Source: an optimization exercise on an open RTL-to-GDS flow (aim: a short achievable clock period and few clock cycles). Production flows keep margins and buffers that such runs may drop. In this exercise RTL edits were held to simulation tests only and were not proved equivalent to the original. Power figures rest on the tool's default switching activity, not on a simulated workload.

Setup of v2:
==> flow/design.v (excerpt) <==
module mips_pipeline (
  input         clk,
  input         reset,
  output [31:0] imem_addr,
  input  [31:0] imem_data,
  output [31:0] dmem_addr,
  output [31:0] dmem_wdata,
  output        dmem_we,
  input  [31:0] dmem_rdata
);
reg  [29:0] pc;                        
reg         v_d;
reg  [31:0] ins_d;
reg         pred_d;
reg  [29:0] pc4_d;
reg         pok_d;
reg         beq_e, pred_e;
reg         rw_e, ld_e, sw_e, mem_e;
reg  [4:0]  dst_e;
reg  [29:0] alt_e;
reg  [29:0] tgt_e;                     
reg         pfix_e;                    
reg  [31:0] ap_e;                      
reg  [31:0] bp_e;                      
reg  [31:0] rp_e;                      
reg         fam_e, bam_e, fbm_e;       
reg         fan_e, ban_e, fbn_e;       
reg         sub_e, and_e, or_e, ar_e, slt_e;
reg         subn_e;                    
reg         rw_m, ld_m, sw_m;
reg         mis_m;                     
reg  [29:0] alt_m;                     
  ...
Size in the first run: about 1,500 flip-flops.
==> flow/config.mk <==
export PLATFORM = sky130hd
export DESIGN_NAME = mips_pipeline
export DESIGN_NICKNAME = mips_pipeline
export VERILOG_FILES = /design/flow/design.v
export SDC_FILE = /design/flow/constraint.sdc
export NUM_CORES = 4
export LEC_CHECK = 0
export ABC_CLOCK_PERIOD_IN_PS = 2500
export CAP_MARGIN = 20
export CORE_MARGIN = 2
export CORE_UTILIZATION = 62
export CTS_CLUSTER_DIAMETER = 100
export CTS_CLUSTER_SIZE = 30
export SETUP_SLACK_MARGIN = 5
export SLEW_MARGIN = 20
export SYNTH_HIERARCHICAL = 1
export SYNTH_MINIMUM_KEEP_SIZE = 0
==> flow/constraint.sdc <==
create_clock -name core_clock -period 8.0 [get_ports {clk}]
set_input_delay 1.6000 -clock core_clock [delete_from_list [all_inputs] [get_ports {clk}]]
set_output_delay 1.6000 -clock core_clock [all_outputs]
set_load 0.01 [all_outputs]
run.sh (not shown) runs the stock make flow with config.mk's settings and CLKGATE_MAP_FILE= SYNTH_SCRIPT=/design/flow/synth_recipe.tcl, a recipe that flattens the netlist after the stock synthesis.
Testbench counts of v2, summed over its fixed seeds: cycles 19,971.
Inputs modified between v2 and v30:
diff --git a/flow/config.mk b/flow/config.mk
--- a/flow/config.mk
+++ b/flow/config.mk
@@ -9,7 +9,7 @@
 export CAP_MARGIN = 20
 export CORE_MARGIN = 2
-export CORE_UTILIZATION = 62
-export CTS_CLUSTER_DIAMETER = 100
-export CTS_CLUSTER_SIZE = 30
+export CORE_UTILIZATION = 66
+export CTS_CLUSTER_DIAMETER = 80
+export CTS_CLUSTER_SIZE = 24
 export SETUP_SLACK_MARGIN = 5
 export SLEW_MARGIN = 20
Findings:
- The combinational group share of total power of v30 and that of v2 are within noise of each other.
- Between v2 and v30, the number of signal-net buffers in the layout is higher for v2.
- Delta (v30 minus v2): transition at the pin with the smallest max-transition slack went up by 80 ps; post-placement worst setup slack went down by 63 ps; flip-flop and latch power went down by about 0.4%; register clock-pin slew on the reported worst setup and hold paths went down by 20 ps.
- Diff v2 -> v30: number of nets in the final layout now sits at about the same level, wire length now sits lower.


Setup of P:
Starting RTL as in the previous note.
==> flow/config.mk <==
export PLATFORM = sky130hd
export DESIGN_NAME = mips_pipeline
export DESIGN_NICKNAME = mips_pipeline
export VERILOG_FILES = /design/flow/design.v
export SDC_FILE = /design/flow/constraint.sdc
export NUM_CORES = 4
export LEC_CHECK = 0
export ABC_CLOCK_PERIOD_IN_PS = 2500
export CAP_MARGIN = 20
export CORE_MARGIN = 2
export CORE_UTILIZATION = 62
export CTS_CLUSTER_DIAMETER = 100
export CTS_CLUSTER_SIZE = 30
export PLACE_DENSITY = 0.66
export SETUP_SLACK_MARGIN = 5
export SLEW_MARGIN = 20
export SYNTH_HIERARCHICAL = 1
export SYNTH_MINIMUM_KEEP_SIZE = 0
==> flow/constraint.sdc <==
create_clock -name core_clock -period 8.0 [get_ports {clk}]
set_input_delay 1.6000 -clock core_clock [delete_from_list [all_inputs] [get_ports {clk}]]
set_output_delay 1.6000 -clock core_clock [all_outputs]
set_load 0.01 [all_outputs]
Testbench counts of P, summed over its fixed seeds: cycles 19,971.
Input-level comparison between Q and P:
- PLACE_DENSITY no longer set, was 0.66
- CTS_CLUSTER_SIZE no longer set, was 30
- CTS_CLUSTER_DIAMETER no longer set, was 100
Results
Largest buffer count on any clock path: P vs Q identical
Switching component of the power: Q vs P up 14%
Against P, Q reports a combinational power share that is lower.
| storage element area | P vs Q | ≈ equal |
Compared with P, Q shows a final cell count that is 172 higher.
Delta (Q minus P): overall power of the completed layout now larger; part of the total power dissipated in sequential elements now smaller; detailed-routing wirelength on met1 now larger; via count now larger; total track usage now larger.
The lower first-pass GRT wire length of Q and P is in P.
The inputs of R differ from those of Q as listed below.
- changing CORE_UTILIZATION from 62 to 55
Results
Fmax | R vs Q | R slower. R: number of antenna violations at the first check in global routing is 1 lower than what Q reported. Compared with Q, in R final cell count without fillers now sits higher; fraction of power consumed by combinational cells rose 1.1 points; number of clock buffers in the layout decreased by about 3% relative to the old numbers.
Edits applied to the flow inputs when going from R to S:
- SETUP_SLACK_MARGIN: 5 -> 5.0
- SYNTH_HIERARCHICAL: 1 -> unset
- SYNTH_MINIMUM_KEEP_SIZE: 0 -> unset
Findings:
- Status | R and S | clean
- S ended with more total clock network power than R.
- Going from R to S, final critical-path share of the clock period grows by 0.54 points.
- Compared with R, in S post-layout instance area moved up; final critical-path setup slack moved down; average instance area after synthesis moved down.

## re-timing with driven ports
The flow's constraints put no driver on any port. The routed layouts listed below were extracted and timed again, unchanged, in two steps.
Step 1, drivers: a clkbuf_16 drives clk and a buf_2 each remaining input, both assumed.
Step 2 times the ports against the registers' clock, not the clock port: input delays grow and output delays shrink by t, the midpoint of the rising clock arrivals with the driver on.
a / b / c = ideal / step 1 / step 2; a / b = the first two.
| run | shift t [ns] | setup WS [ns] | cell pins on the clock port's net |
|---|---|---|---|
| v2 | 0.801 | 4.749 / 4.749 / 4.090 | 1 |
| v30 | 0.762 | 4.721 / 4.721 / 4.072 | 1 |
| P | 0.801 | 4.749 / 4.749 / 4.090 | 1 |
| Q | 0.823 | 4.738 / 4.738 / 4.060 | 1 |
| R | 0.867 | 4.684 / 4.684 / 4.151 | 1 |
| S | 0.871 | 4.640 / 4.640 / 4.160 | 1 |
After both steps setup and hold are still met in every run listed. The setup slack of Q, which loses most, moves by 0.000 ns with the drivers and by -0.678 ns with both steps.
